Source: an optimization exercise on an open RTL-to-GDS flow (aim: a short achievable clock period and few clock cycles). Production flows keep margins and buffers that such runs may drop. The RTL of this run was laid out without a check of its function. No activity file was given, so power comes from the tool's default toggle rates.

`constraint.sdc`:
```
create_clock -name core_clock -period 6.0 [get_ports {clk}]
set_input_delay 1.2000 -clock core_clock [delete_from_list [all_inputs] [get_ports {clk}]]
set_output_delay 1.2000 -clock core_clock [all_outputs]
set_load 0.01 [all_outputs]
```
`run.sh`:
```
#!/bin/bash
# synth_recipe.tcl (not shown) runs the flow's synth.tcl, then flattens the netlist and writes it again
# the make line also repeats each setting of config.mk as NAME=value (left out here)
make -C /OpenROAD-flow-scripts/flow DESIGN_CONFIG=/design/flow/config.mk WORK_HOME=/design/flow/orfs CLKGATE_MAP_FILE= SYNTH_SCRIPT=/design/flow/synth_recipe.tcl finish
```
`design.v`:
```
module bitty_add16 (
    input  [15:0] a,
    input  [15:0] b,
    input         cin,
    output [15:0] s,
    output        cout
);
    wire [15:0] p = a ^ b;
    wire [15:0] g0 = a & b;
    wire [15:0] g1, p1, g2, p2, g3, p3, g4, p4;
    wire [15:0] gi = {g0[15:1], g0[0] | (p[0] & cin)};
    genvar i;
    generate
        for (i = 0; i < 16; i = i + 1) begin : l1
            if (i >= 1) begin : a1
                assign g1[i] = gi[i] | (p[i] & gi[i-1]);
                assign p1[i] = p[i] & p[i-1];
            end else begin : b1
                assign g1[i] = gi[i];
                assign p1[i] = p[i];
            end
        end
        for (i = 0; i < 16; i = i + 1) begin : l2
            if (i >= 2) begin : a2
                assign g2[i] = g1[i] | (p1[i] & g1[i-2]);
                assign p2[i] = p1[i] & p1[i-2];
            end else begin : b2
                assign g2[i] = g1[i];
                assign p2[i] = p1[i];
            end
        end
        for (i = 0; i < 16; i = i + 1) begin : l3
            if (i >= 4) begin : a3
                assign g3[i] = g2[i] | (p2[i] & g2[i-4]);
                assign p3[i] = p2[i] & p2[i-4];
            end else begin : b3
                assign g3[i] = g2[i];
                assign p3[i] = p2[i];
            end
        end
        for (i = 0; i < 16; i = i + 1) begin : l4
            if (i >= 8) begin : a4
                assign g4[i] = g3[i] | (p3[i] & g3[i-8]);
                assign p4[i] = p3[i] & p3[i-8];
            end else begin : b4
                assign g4[i] = g3[i];
                assign p4[i] = p3[i];
            end
        end
    endgenerate
    assign s    = p ^ {g4[14:0], cin};
    assign cout = g4[15];
endmodule
module bitty_carry16 (
    input  [15:0] a,
    input  [15:0] b,
    input         cin,
    output [15:0] c,
    output        cout
);
    wire [15:0] p = a ^ b;
    wire [15:0] g0 = a & b;
    wire [15:0] g1, p1, g2, p2, g3, p3, g4, p4;
    wire [15:0] gi = {g0[15:1], g0[0] | (p[0] & cin)};
    genvar i;
    generate
        for (i = 0; i < 16; i = i + 1) begin : l1
            if (i >= 1) begin : a1
                assign g1[i] = gi[i] | (p[i] & gi[i-1]);
                assign p1[i] = p[i] & p[i-1];
            end else begin : b1
                assign g1[i] = gi[i];
                assign p1[i] = p[i];
            end
        end
        for (i = 0; i < 16; i = i + 1) begin : l2
            if (i >= 2) begin : a2
                assign g2[i] = g1[i] | (p1[i] & g1[i-2]);
                assign p2[i] = p1[i] & p1[i-2];
            end else begin : b2
                assign g2[i] = g1[i];
                assign p2[i] = p1[i];
            end
        end
        for (i = 0; i < 16; i = i + 1) begin : l3
            if (i >= 4) begin : a3
                assign g3[i] = g2[i] | (p2[i] & g2[i-4]);
                assign p3[i] = p2[i] & p2[i-4];
            end else begin : b3
                assign g3[i] = g2[i];
                assign p3[i] = p2[i];
            end
        end
        for (i = 0; i < 16; i = i + 1) begin : l4
            if (i >= 8) begin : a4
                assign g4[i] = g3[i] | (p3[i] & g3[i-8]);
                assign p4[i] = p3[i] & p3[i-8];
            end else begin : b4
                assign g4[i] = g3[i];
                assign p4[i] = p3[i];
            end
        end
    endgenerate
    assign c    = {g4[14:0], cin};
    assign cout = g4[15];
endmodule
module bitty_geq16 (
    input  [15:0] x,
    input  [15:0] y,
    output        cout
);
    wire [15:0] g0 = x & y;
    wire [15:0] p0 = x | y;
    wire [7:0] g1, p1;
    wire [3:0] g2, p2;
    wire [1:0] g3, p3;
    genvar i;
    generate
        for (i = 0; i < 8; i = i + 1) begin : l1
            if (i == 0) begin : c0
                assign g1[i] = g0[1] | (p0[1] & (g0[0] | p0[0]));
                assign p1[i] = 1'b0;
            end else begin : cn
                assign g1[i] = g0[2*i+1] | (p0[2*i+1] & g0[2*i]);
                assign p1[i] = p0[2*i+1] & p0[2*i];
            end
        end
        for (i = 0; i < 4; i = i + 1) begin : l2
            assign g2[i] = g1[2*i+1] | (p1[2*i+1] & g1[2*i]);
            assign p2[i] = p1[2*i+1] & p1[2*i];
        end
        for (i = 0; i < 2; i = i + 1) begin : l3
            assign g3[i] = g2[2*i+1] | (p2[2*i+1] & g2[2*i]);
            assign p3[i] = p2[2*i+1] & p2[2*i];
        end
    endgenerate
    assign cout = g3[1] | (p3[1] & g3[0]);
endmodule
module core (
    input clk,
    input reset,
    output [11:0] imem_addr,
    input [15:0] imem_data,
    output wb_valid,
    output [2:0] wb_reg,
    output [15:0] wb_data
);
    localparam NT = 8;          
    reg [11:0] fa;              
    reg        dv;              
    reg [11:0] dpc;             
    reg        dhit;            
    reg [3:0]  dmask;           
    reg        ev, e_alu, e_br;
    reg [2:0]  e_rx;
    reg [15:0] e_a, e_b;        
    reg [15:0] e_na, e_nb;      
    reg [15:0] e_bx;            
    reg        e_sub, e_ar;     
    reg [7:0]  e_op;            
    reg [1:0]  e_cond;
    reg [11:0] e_tgt, e_fall, e_pc;
    reg        e_hit;
    reg [3:0]  e_mask;
    reg        vv;              
    reg [3:0]  v_mask;
    reg [11:0] v_fall;
    reg        r_act, r_len;    
    reg [11:0] r_key;
    reg [3:0]  r_mask;
    reg        i_v;             
    reg [7:0]  i_sel;           
    reg        i_upd;           
    reg [11:0] i_key, i_next;
    reg [3:0]  i_mask;
    reg        w_v;
    reg [2:0]  w_rx;
    reg        k_v;
    reg [15:0] k_c;
    reg [15:0] R [0:7];
    reg [15:0] C;               
    reg        wbv;
    reg [2:0]  wbr;
    reg          tv    [0:NT-1];
    reg [11:0]   tkey  [0:NT-1];
    reg [11:0]   tnext [0:NT-1];
    reg [11:0]   tkm1  [0:NT-1];    
    reg [NT-1:0] chain [0:NT-1];    
    reg [NT-1:0] m;                 
    reg [3:0]    tmask [0:NT-1];
    reg [2:0]    tptr;        
    assign imem_addr = fa;
    assign wb_valid  = wbv;
    assign wb_reg    = wbr;
    assign wb_data   = C;
    wire c_hi0 = ~|C[15:2];
    wire [3:0] ccls = {~c_hi0, c_hi0 & C[1] & ~C[0], c_hi0 & ~C[1] & C[0], c_hi0 & ~C[1] & ~C[0]};
    wire mis_v = vv & ~|(v_mask & ccls);
    wire [15:0] a = e_a;
    wire [15:0] b = e_b;
    wire [15:0] cy;
    wire        cy_out;
    bitty_carry16 u_cy (.a(a), .b(e_bx), .cin(e_sub), .c(cy), .cout(cy_out));
    wire [15:0] p_ab = a ^ e_bx;
    wire        ge, le;
    bitty_geq16 u_ge (.x(a), .y(e_nb), .cout(ge));    
    bitty_geq16 u_le (.x(b), .y(e_na), .cout(le));    
    wire        b_big = |b[15:4];
    wire [15:0] r_shl = b_big ? 16'd0 : (a << b[3:0]);
    wire [15:0] r_shr = b_big ? 16'd0 : (a >> b[3:0]);
    wire [15:0] r_cmp = {14'd0, ~ge, ~le};
    wire [15:0] oth = ({16{e_op[2]}} & (a & b))
                    | ({16{e_op[3]}} & (a | b))
                    | ({16{e_op[4]}} & (a ^ b))
                    | ({16{e_op[5]}} & r_shl)
                    | ({16{e_op[6]}} & r_shr)
                    | ({16{e_op[7]}} & r_cmp);
    wire [15:0] res0 = ({16{e_ar}} &  p_ab) | oth;    
    wire [15:0] res1 = ({16{e_ar}} & ~p_ab) | oth;    
    wire [15:0] res  = (cy & res1) | (~cy & res0);
    wire e_commit = ev & ~mis_v;
    wire do_alu   = e_commit & e_alu;
    wire ex_alu   = ev & e_alu;       
    wire [3:0] cond_oh = 4'd1 << e_cond;
    wire taken   = e_br & |(cond_oh[2:0] & ccls[2:0]);
    wire e_ok    = |(e_mask & ccls);
    wire mis_e   = e_commit & ~e_alu & (e_hit ? ~e_ok : taken);
    wire mis     = mis_v | mis_e;
    wire [11:0] raddr = mis_v ? v_fall : (taken ? e_tgt : e_fall);
    wire [3:0] k_br  = ~e_br ? 4'b1111 : (taken ? cond_oh : ~cond_oh);
    wire [3:0] k_grp = k_br & ((e_hit & e_ok) ? e_mask : 4'b1111);
    reg  [NT-1:0] u;            
    reg  [NT-1:0] m_seq;        
    reg  [NT-1:0] m_hit;        
    reg  [NT-1:0] m_vf, m_tg, m_fl;    
    reg  [11:0]   t_next;
    reg  [3:0]    t_mask;
    integer k;
    always @(*) begin
        t_next = 12'd0;
        t_mask = 4'd0;
        m_hit  = {NT{1'b0}};
        for (k = 0; k < NT; k = k + 1) begin
            u[k]     = tv[k] & (tkey[k] == r_key);
            m_seq[k] = tv[k] & (tkm1[k] == fa);
            m_vf[k]  = tv[k] & (tkey[k] == v_fall);
            m_tg[k]  = tv[k] & (tkey[k] == e_tgt);
            m_fl[k]  = tv[k] & (tkey[k] == e_fall);
            t_next = t_next | ({12{m[k]}} & tnext[k]);
            t_mask = t_mask | ({4{m[k]}} & tmask[k]);
            m_hit  = m_hit  | ({NT{m[k]}} & chain[k]);
        end
    end
    wire        hit  = |m;
    wire [11:0] fa_next = mis ? raddr : hit ? t_next : fa + 12'd1;
    wire [NT-1:0] m_mis  = mis_v ? m_vf : (taken ? m_tg : m_fl);    
    wire [NT-1:0] m_next = (mis ? m_mis : hit ? m_hit : m_seq) & ~({NT{i_v & ~i_upd}} & i_sel);
    wire          install = e_commit & e_alu & r_act & r_len;
    wire          upd     = |u;
    wire [NT-1:0] wsel    = upd ? u : (8'd1 << tptr);
    wire [1:0] fmt = imem_data[1:0];
    wire [2:0] rx  = imem_data[15:13];
    wire [2:0] ry  = imem_data[12:10];
    wire [2:0] d_opc = imem_data[4:2];
    wire       ex_wr = ev & e_alu;    
    wire       fwd_a = ex_wr & (e_rx == rx);
    wire       fwd_b = ex_wr & (e_rx == ry) & ~fmt[0];
    wire [15:0] ra   = (w_v & (w_rx == rx)) ? C : R[rx];
    wire [15:0] rb   = fmt[0] ? {8'd0, imem_data[12:5]} : (w_v & (w_rx == ry)) ? C : R[ry];
    wire [15:0] d_a  = fwd_a ? res : ra;
    wire [15:0] d_b  = fwd_b ? res : rb;
    wire       d_sub = (d_opc == 3'd1) | (d_opc == 3'd7);
    wire [15:0] a1   = fwd_a ? res1 : ra;
    wire [15:0] a0   = fwd_a ? res0 : ra;
    wire [15:0] b1   = fwd_b ? res1 : rb;
    wire [15:0] b0   = fwd_b ? res0 : rb;
    wire [15:0] bx1  = b1 ^ {16{d_sub}};
    wire [15:0] bx0  = b0 ^ {16{d_sub}};
    integer i;
    always @(posedge clk or posedge reset) begin
        if (reset) begin
            fa <= 12'd0; dv <= 1'b0; m <= {NT{1'b0}};
            ev <= 1'b0;
            vv <= 1'b0;
            r_act <= 1'b0;
            i_v <= 1'b0;
            k_v <= 1'b0;
            w_v <= 1'b0;
            for (i = 0; i < 8; i = i + 1) R[i] <= 16'h0001;
            C <= 16'h0001;
            wbv <= 1'b0;
            for (i = 0; i < NT; i = i + 1) tv[i] <= 1'b0;
            tptr <= 0;
        end else begin
            fa     <= fa_next;
            m      <= m_next;
            dv     <= ~mis;
            ev     <= dv & ~mis;
            wbv <= do_alu;
            if (ex_alu)
                C <= res;
            else if (k_v)
                C <= k_c;
            k_v <= mis_v & ex_alu;
            w_v <= do_alu;
            if (w_v) R[w_rx] <= C;
            vv     <= do_alu & e_hit;
            if (e_commit) r_act <= 1'b1;
            i_v <= install;
            if (i_v) begin
                for (i = 0; i < NT; i = i + 1)
                    if (i_sel[i]) tv[i] <= 1'b1;
                if (!i_upd) tptr <= tptr + 1'b1;
            end
        end
    end
    always @(posedge clk) begin
        dpc    <= fa;
        dhit   <= hit;
        dmask  <= t_mask;
        e_alu  <= ~fmt[1];
        e_br   <= (fmt == 2'b10) & (imem_data[3:2] != 2'b11);
        e_rx   <= rx;
        e_a    <= (cy & a1) | (~cy & a0);
        e_b    <= (cy & b1) | (~cy & b0);
        e_nb   <= ~((cy & b1) | (~cy & b0));
        e_na   <= ~((cy & a1) | (~cy & a0));
        e_bx   <= (cy & bx1) | (~cy & bx0);
        e_sub  <= d_sub;
        e_ar   <= ~d_opc[2] & ~d_opc[1];
        e_op   <= 8'd1 << d_opc;
        e_cond <= imem_data[3:2];
        e_tgt  <= imem_data[15:4];
        e_fall <= dpc + 12'd1;
        e_pc   <= dpc;
        e_hit  <= dhit;
        e_mask <= dmask;
        wbr    <= e_rx;
        v_mask <= e_mask;
        v_fall <= e_fall;
        k_c    <= C;
        w_rx   <= e_rx;
        i_key  <= r_key;
        i_next <= e_pc;
        i_mask <= r_mask;
        i_sel  <= wsel;
        i_upd  <= upd;
        if (i_v) begin
            for (i = 0; i < NT; i = i + 1)
                for (k = 0; k < NT; k = k + 1)
                    if (i_sel[i])
                        chain[i][k] <= i_sel[k] ? (i_key == i_next) : (tv[k] & (tkey[k] == i_next));
                    else if (i_sel[k])
                        chain[i][k] <= (tnext[i] == i_key);
        end
        if (i_v) begin
            for (i = 0; i < NT; i = i + 1)
                if (i_sel[i]) begin
                    tkey[i]  <= i_key;
                    tnext[i] <= i_next;
                    tkm1[i]  <= i_key - 12'd1;
                    tmask[i] <= i_mask;
                end
        end
        if (e_commit) begin
            if (e_alu) begin
                r_len  <= 1'b0;
                r_key  <= e_pc;
                r_mask <= 4'b1111;
            end else begin
                r_len  <= 1'b1;
                if (!r_act) r_key <= e_pc;
                r_mask <= (r_act ? r_mask : 4'b1111) & k_grp;
            end
        end
    end
endmodule
```
`config.mk`:
```
export PLATFORM = sky130hd
export DESIGN_NAME = core
export DESIGN_NICKNAME = core
export VERILOG_FILES = /design/flow/design.v
export SDC_FILE = /design/flow/constraint.sdc
export NUM_CORES = 4
export LEC_CHECK = 0
export CAP_MARGIN = 20
export CORE_MARGIN = 2
export CORE_UTILIZATION = 40
export SETUP_SLACK_MARGIN = 3.5
export SLEW_MARGIN = 20
export TNS_END_PERCENT = 100
```
==> summary.txt <==
Route
  • Avg WL per Cell: around 30 µm
  • Via count: 31.76k
  • Post-route ant nets: 0
  • First drt pass iteration count: 6
  • DR DRC count: 0
  • DRT iter0 DRCs: 4,374
  • Final WL: roughly 150 mm
  • DR vias/cell: 6.246

Clock tree
  • Hold Buf Count CTS: 0
  • Clock sinks: 805
  • H-tree depth: 3
  • CTS tree: built
  • Clock transition at path regs: 60 ps
  • Clk latency of the worst-skew pair: about 680 ps
  • Max Root-Sink Buffers: 3
  • Clock Tree Root: clkbuf_16
  • CTS Buf Count: 88

Critical path
  • Crit path launch type: flip-flop
  • Worst path slowest cell: nor4_2
  • Crit path kind: reg -> reg
  • Launch point of the worst path: m[7]
  • CP max stage delay: 450 ps
  • Arrival @ worst endpoint: around 3800 ps
  • CP Capture Type: flip-flop
  • Worst Path Required: 6570 ps
  • Crit-path cells: buf_4 > nor4_4 > and2_1 > clkinvlp_4 > buf_4 > nor4_2 > nand3_2 > nand3_1 > nand3_1 > o41ai_2
  • R2R Path Start: m[7]
  • Worst Path Max Fanout: 25

Final layout
  • Storage cell area: between 0.02 and 0.025 mm²
  • Ratio of cells with drive above 1 in the final layout: 30.64%
  • Synth-to-layout area growth: 25.42%
  • Final core utilization: 50.72%
  • Most frequent cells in the layout: edfxtp_1 (401), xnor2_1 (318), buf_4 (286), nand2_1 (256), dfxtp_1 (181)
  • Most common cell after layout, fill and taps aside: edfxtp_1
  • Fillers: 8,442
  • Final net count: 3,795
  • Area occupied by multi-input gates: 0.01930 mm²

Timing
  • RSZ-0062 raised after global routing: yes
  • Max_slew headroom: around 29%
  • Period utilization: 53.13%
  • Max Slew Vio Count: 0
  • Setup TNS: 0 ps
  • Slew @ Worst Pin: 1063 ps
  • Minimum clock period: 3188 ps
  • Peak Freq: 313.7 MHz
  • Final Hold Viols: 0
  • Setup violators final: 0
  • Worst setup margin: 2812 ps
  • Worst Skew: 43.91 ps

Floorplan
  • Initial Utilization: 40.44%
  • Die area: approximately 0.1 mm²
  • IO Count: 50
  • Site Rows: between 100 and 150
  • Area of the core: 0.09856 mm²
  • Die W: 319.7 µm
  • Die Height: 319.7 µm

GRT
  • Global-route wire length before repair: 216.7 mm
  • Pin count of the biggest net entering global routing: 153
  • Initial antenna violation count: 5
  • Vias in the first global route: 30.17k
  • GR Overflow Total: 0
  • All-Layer GR Usage: 28.88%

Synth
  • Synth Area per Inst: about 12 µm²
  • Primary FF master, synth: edfxtp_1
  • Synth unique cells: 96
  • Yosys warns: 8
  • Async SR Flop Fraction: ~23%
  • Sequential-to-total area share from yosys stat: 52.81%
  • Yosys reg bits: 805
  • Syn Nets: 3,482
  • Post-synthesis instance total: 3,407
  • Mapped cell area: 0.03986 mm²
  • Number of synthesized flops with an enable pin: approximately 400

Placed design
  • IO buf count: 49
  • Detailed-placement wirelength estimate: 95.96 mm
  • Post-place setup slack: 1895 ps
  • Gpl congestion: approximately 1

Worst hold path
  • Hold_sp: dmask[3]
  • Hold Path Class: reg -> reg

Run status
  • Status: finished clean

Flow run
  • Max cap viols: 0

Power
  • P_leak: 18.75 nW
  • Worst vdd ir: 0.2311 mV
  • Pwr Density: 412.3 mW/mm²
==> area by class of cell <==
cell class	instances	area share, %
Clock inverter	37	0.6958
Antenna cell	1	0.005006
Timing Repair Buffer	446	8.695
Multi-Input combinational cell	2260	38.60
Tap cell	1287	3.221
Inverter	119	0.9886
Clock buffer	129	5.321
Sequential cell	805	42.48
==> routing by layer <==
layer  share of wire (%)  vias to the layer above  track usage (%)  routed length, µm
met2                  43                     2022            41.92              64500
met3                  11                      383            6.415              16330
met1                  43                    16050            42.07              64780
met4                 3.9                        0            10.59               5973
li1                    -                    13310                -                  -
met5                   0                        -                0                  0
==> state kept, by name, indices dropped and copies added, names as in the netlist, 11 cells and up <==
register / count
e_tgt: 11
C: 16
e_fall: 12
e_b: 16
e_pc: 12
fa: 12
i_next: 12
tmask: 32
v_fall: 12
tkm1: 96
e_a: 16
dpc: 12
i_key: 12
e_na: 16
tnext: 96
k_c: 16
e_bx: 16
r_key: 12
R: 128
e_nb: 16
chain: 64
tkey: 96
==> synth_stat cells (13+ instances only) <==
| library cell | number | share of area (%) |
|---|---|---|
| a21oi_1 | 76 | 0.95 |
| nand2b_1 | 20 | 0.31 |
| a22o_1 | 47 | 1.0 |
| nand3_1 | 80 | 1.0 |
| nor4_1 | 63 | 0.99 |
| a21o_1 | 42 | 0.79 |
| buf_1 | 33 | 0.31 |
| nand2_1 | 262 | 2.5 |
| o21ai_0 | 115 | 1.4 |
| o211ai_1 | 30 | 0.57 |
| or4_1 | 18 | 0.34 |
| o221ai_1 | 16 | 0.35 |
| xor2_1 | 167 | 3.7 |
| mux4_2 | 54 | 3.1 |
| o2111ai_1 | 14 | 0.31 |
| inv_1 | 107 | 1.0 |
| clkbuf_1 | 165 | 1.6 |
| dfxtp_1 | 222 | 11 |
| a22oi_1 | 87 | 1.6 |
| and4_1 | 13 | 0.29 |
| nand4_1 | 92 | 1.4 |
| nor2b_1 | 17 | 0.27 |
| nor3_1 | 31 | 0.39 |
| mux2i_1 | 56 | 1.4 |
| nor2_1 | 105 | 0.99 |
| a221oi_1 | 49 | 1.1 |
| dfrtp_1 | 173 | 11 |
| buf_2 | 18 | 0.23 |
| ha_1 | 57 | 1.8 |
| mux2_2 | 152 | 4.3 |
| o22ai_1 | 23 | 0.36 |
| xnor2_1 | 324 | 7.1 |
| a211oi_1 | 28 | 0.53 |
| edfxtp_1 | 401 | 30 |
==> where the power goes <==
| group | internal, W | switching (W) |
|---|---|---|
| logic | 0.00323 | 0.00374 |
| registers | 0.00691 | 0.00111 |
| clock network | 0.00327 | 0.00234 |
| total | 0.0134 | 0.00720 |
==> path summary, 6_finish.rpt <==
| kind | end | slack [ps] | cells after the start |
|---|---|---|---|
| min | e_mask[3] | 300 | 0 |
| max | m[4] | 2810 | 10 |
| min reg2reg | e_mask[3] | 300 | 0 |
| min in group asynchronous | fa[9] | 1090 | 3 |
| max in group asynchronous | C[14] | 4080 | 3 |
| max reg2reg | m[4] | 2810 | 10 |
==> critical path, delay by kind of cell, from the launching register on <==
family                 cells  cell delay (ps)
buffers and inverters      3              790
AND/OR/NAND/NOR            6             1820
AO/OA/AOI/OAI              1               80
flip-flops                 1              360
==> logic make-up after synthesis <==
logic type | synth area share, %
and+or+nand+nor | 9.950
AOI/OAI and AO/OA | 12.39
buffers and inverters | 3.450
DFF | 52.81
xor gates and xnor gates | 10.79
muxes | 8.824
adders and majority gates | 1.789
==> through the flow <==
step / hold WS, ps / std cells / power [W] / instance area, µm²
2_1_floorplan: 309.6 / 3407 / 0.01113 / 40490
3_3_place_gp: 311.1 / 4612 / 0.01302 / 42110
3_5_place_dp: 312.1 / 4612 / 0.01307 / 42120
4_1_cts: 307.6 / 5017 / 0.01989 / 48610
5_1_grt: 304.3 / 5084 / 0.02131 / 49990
6_report: 297.2 / 5084 / 0.02061 / 49990
==> repair_timing <==
action | 4_1_cts | 5_1_grt
buffers inserted | 229 | 64
endpoints found under the setup margin | 360 | 300
resized for setup | 499 | 192
cloned | 10 | 2
pin swaps | 81 | 95

-- port drivers added, routing unchanged --
The results above use ideal ports. As a check the final layout listed here was re-extracted and re-timed, cells and wires unchanged.
Step 1: set_driving_cell puts a clkbuf_16 on clk and a buf_2 on each other input, an assumption about the parent block.
Step 2 also shifts input and output timing later by t, the mid clock arrival at the registers, as if the neighbouring blocks saw the same clock.
a / b / c = no drivers / after step 1 / after step 2; a / b = the first two.
t (ns): 0.724
setup WS [ns]: 2.812 / 2.812 / 2.610
worst setup path at the end: input to register
worst register clock-pin slew, ns: 0.07 / 0.07
After both steps this run still meets setup and hold. The setup slack of this run moves by 0.000 ns with the drivers and by -0.202 ns with both steps.
